Context: an optimization exercise on an open-source flow, tuned for small area, a short achievable clock period and few clock cycles per item. The choices shown serve that exercise and are no tape-out recipe.
At most, simulation tests tie the RTL to the original design; equivalence was not proved.
No activity file was given, so power comes from the tool's default toggle rates.

## run A
==> flow/design.v (excerpt) <==
module lc4_processor
(input  wire        clk,
 input  wire        rst,
 input  wire        gwe,
 output wire [15:0] o_cur_pc,
 input  wire [15:0] i_cur_insn,
 output wire [15:0] o_dmem_addr,
 input  wire [15:0] i_cur_dmem_data,
 output wire        o_dmem_we,
 output wire [15:0] o_dmem_towrite,
 output wire [1:0]  test_stall,
 output wire [15:0] test_cur_pc,
 output wire [15:0] test_cur_insn,
 output wire        test_regfile_we,
 output wire [2:0]  test_regfile_wsel,
 output wire [15:0] test_regfile_data,
 output wire        test_nzp_we,
 output wire [2:0]  test_nzp_new_bits,
 output wire        test_dmem_we,
 output wire [15:0] test_dmem_addr,
 output wire [15:0] test_dmem_data,
 input  wire [7:0]  switch_data,
 output wire [15:0] seven_segment_data,
 output wire [7:0]  led_data);
==> flow/config.mk <==
export PLATFORM = sky130hd
export DESIGN_NAME = lc4_processor
export DESIGN_NICKNAME = lc4_processor
export VERILOG_FILES = /design/flow/design.v
export SDC_FILE = /design/flow/constraint.sdc
export NUM_CORES = 4
export LEC_CHECK = 0
export CAP_MARGIN = 20
export CORE_MARGIN = 2
export CORE_UTILIZATION = 40
export SLEW_MARGIN = 20
==> flow/constraint.sdc <==
create_clock -name core_clock -period 38.0 [get_ports {clk}]
set_input_delay 7.6000 -clock core_clock [delete_from_list [all_inputs] [get_ports {clk}]]
set_output_delay 7.6000 -clock core_clock [all_outputs]
set_load 0.01 [all_outputs]
standard.sh (not shown) runs the stock make flow with config.mk's settings and CLKGATE_MAP_FILE= SYNTH_SCRIPT=/design/flow/synth_recipe.tcl, a recipe that flattens the netlist after the stock synthesis.
==> flow/flow/run.sh <==
#!/bin/bash
set -o pipefail
export SETUP_SLACK_MARGIN=${FLOW_MARGIN:-29}
bash standard.sh > standard.log 2>&1
Testbench counts of run A, summed over its fixed seeds: cycles 73,652, instructions 64,000.
The inputs of run B differ from those of run A as listed below.
-- flow/design.v --
<<< run A, line 601
   reg  [15:0] pc_f;
   reg         x_v;
   reg  [15:0] x_ir;
   reg  [2:0]  x_r1sel, x_r2sel;
>>> run B, line 601
   reg  [15:0] pc_f;
   reg         x_v;
   reg  [15:0] x_pc1;                  
   reg         x_pred;                 
   reg  [15:0] x_ir;
   reg  [2:0]  x_r1sel, x_r2sel;
<<< run A, line 622
   lc4_rdecode fdec (.insn(i_cur_insn), .r1sel(f_r1sel), .r1re(f_r1re),
                     .r2sel(f_r2sel), .r2re(f_r2re));
   wire [3:0] op = x_ir[15:12];
   wire is_br    = (op == 4'b0000);
>>> run B, line 624
   lc4_rdecode fdec (.insn(i_cur_insn), .r1sel(f_r1sel), .r1re(f_r1re),
                     .r2sel(f_r2sel), .r2re(f_r2re));
   wire [3:0]  f_op   = i_cur_insn[15:12];
   wire        f_trap = (f_op == 4'b1111);
   wire        f_jsr  = (f_op == 4'b0100) & i_cur_insn[11];
   wire        f_jmp  = (f_op == 4'b1100) & i_cur_insn[11];
   wire        f_brb  = (f_op == 4'b0000) & i_cur_insn[8] & (i_cur_insn[11:9] != 3'b000);
   wire [15:0] f_rel  = f_jmp ? {{5{i_cur_insn[10]}}, i_cur_insn[10:0]} : {{7{i_cur_insn[8]}}, i_cur_insn[8:0]};
   wire [15:0] f_pc1  = pc_f + 16'd1;
   wire [15:0] f_rtgt = f_pc1 + f_rel;
   wire        f_er   = f_trap | f_jsr | f_jmp | f_brb;
   wire [15:0] f_tgt  = f_trap ? {8'h80, i_cur_insn[7:0]} :
                        f_jsr  ? {pc_f[15], i_cur_insn[10:0], 4'b0000} : f_rtgt;
   wire [3:0] op = x_ir[15:12];
   wire is_br    = (op == 4'b0000);
<<< run A, line 634
   wire is_mod   = (op == 4'b1010) & (x_ir[5:4] == 2'b11);
   wire is_dm    = is_div | is_mod;
   wire is_ctl   = is_jsr | is_jsrr | is_rti | is_jmpr | is_jmp | is_trap;
   wire x_we, x_nzp_we, x_ld, x_st;
   wire [2:0] x_wsel;
>>> run B, line 647
   wire is_mod   = (op == 4'b1010) & (x_ir[5:4] == 2'b11);
   wire is_dm    = is_div | is_mod;
   wire is_xctl  = is_jsrr | is_rti | is_jmpr;            
   wire x_we, x_nzp_we, x_ld, x_st;
   wire [2:0] x_wsel;
<<< run A, line 681
   wire dm_done  = first ? fast : last;
   wire dm_stall = is_dm & ~dm_done;
   wire [15:0] pc1 = pc_f;
   wire [15:0] alu_res, mul_x, mul_y;
   lc4_alu alu (.i_insn(x_ir), .i_pc1(pc1), .i_a(opa), .i_b(opb), .o_result(alu_res));
>>> run B, line 694
   wire dm_done  = first ? fast : last;
   wire dm_stall = is_dm & ~dm_done;
   wire [15:0] pc1 = x_pc1;
   wire [15:0] x_pc = x_pc1 - 16'd1;
   wire [15:0] alu_res, mul_x, mul_y;
   lc4_alu alu (.i_insn(x_ir), .i_pc1(pc1), .i_a(opa), .i_b(opb), .o_result(alu_res));
<<< run A, line 687
   wire [2:0] cur_nzp = (m_v & m_nzp_we) ? {m_res[15], m_res == 16'd0, ~m_res[15] & (m_res != 16'd0)} : nzp;
   wire br_taken = |(x_ir[11:9] & cur_nzp);
   wire [15:0] rel = is_br ? {{7{x_ir[8]}}, x_ir[8:0]} : {{5{x_ir[10]}}, x_ir[10:0]};
   wire [15:0] rel_tgt = pc1 + rel;
   wire [15:0] x_pc = pc_f - 16'd1;
   reg  [15:0] target;
   always @(*) begin
      if (is_br | is_jmp)  target = rel_tgt;
      else if (is_jsr)     target = {x_pc[15], x_ir[10:0], 4'b0000};
      else if (is_trap)    target = {8'h80, x_ir[7:0]};
      else                 target = opa;                    
   end
   wire x_stall  = x_v & (ld_stall | dm_stall);
   wire x_go     = x_v & ~ld_stall & ~dm_stall;            
   wire redirect = x_go & (is_ctl | (is_br & br_taken));
   wire x_dm_run = x_v & is_dm & ~ld_stall;                 
   always @(posedge clk) begin
>>> run B, line 701
   wire [2:0] cur_nzp = (m_v & m_nzp_we) ? {m_res[15], m_res == 16'd0, ~m_res[15] & (m_res != 16'd0)} : nzp;
   wire br_taken = |(x_ir[11:9] & cur_nzp);
   wire [15:0] rel_tgt = pc1 + {{7{x_ir[8]}}, x_ir[8:0]};
   wire [15:0] target = is_br ? (x_pred ? pc1 : rel_tgt) : opa;    
   wire x_stall  = x_v & (ld_stall | dm_stall);
   wire x_go     = x_v & ~ld_stall & ~dm_stall;            
   wire redirect = x_go & (is_xctl | (is_br & (br_taken != x_pred)));
   wire x_dm_run = x_v & is_dm & ~ld_stall;                 
   always @(posedge clk) begin
<<< run A, line 718
               x_v  <= 1'b0;
            end else if (!x_stall) begin
               pc_f <= pc_f + 16'd1;
               x_v  <= 1'b1;
            end
>>> run B, line 724
               x_v  <= 1'b0;
            end else if (!x_stall) begin
               pc_f <= f_er ? f_tgt : f_pc1;
               x_v  <= 1'b1;
            end
<<< run A, line 732
         if (!x_stall) begin
            x_ir    <= i_cur_insn;
            x_r1sel <= f_r1sel;
            x_r2sel <= f_r2sel;
>>> run B, line 738
         if (!x_stall) begin
            x_ir    <= i_cur_insn;
            x_pc1   <= f_pc1;
            x_pred  <= f_brb;
            x_r1sel <= f_r1sel;
            x_r2sel <= f_r2sel;
Compared with run A, in run B final area saw an increase, sequential power saw an increase, post-route minimum period saw an increase, required time of the critical path saw an increase, overall fraction of global-route tracks in use saw a decrease.
Run A -> run B: combinational power flat
Between run A and run B, the difference in worst hold slack is negligible.
Number of clock sinks seen by CTS, run B vs run A: up by a few percent
According to the power report, total power for run B is higher than for run A.
Run B vs. run A: non-clock buffer count went up by 0.85%.
Cmp run A and run B / worst setup slack / higher: run A
Die footprint: run B higher than run A
The run showing the smaller count of clock-buffer cells in the layout is run A.
Function not checked in run B: the RTL went through the layout flow alone.

## separate check: timing with driven ports
Ports are ideal in the flow. The routed layouts listed here were re-timed in OpenROAD. Step 1 sets driving cells, clkbuf_16 on the clock port and buf_2 on the other inputs (assumed; they add their load-dependent delay and slew). Step 2, shift: input delay + t, output delay - t, t = (earliest + latest rising clock arrival at the registers) / 2. This alone moves slack from input paths to output paths. Slacks: no drivers / after step 1 / after step 2; pairs: no drivers / after step 1.
run | t, ns | setup WS [ns] | worst setup path at the end | worst data-port slew with drivers (ns)
run A | 0.653 | 28.852 / 28.789 / 28.361 | input to register | 0.06
run B | 0.643 | 28.098 / 28.119 / 27.476 | input to register | 0.08
After both steps setup and hold are still met in every run listed. The setup slack of run B, which loses most, moves by +0.021 ns with the drivers and by -0.622 ns with both steps.
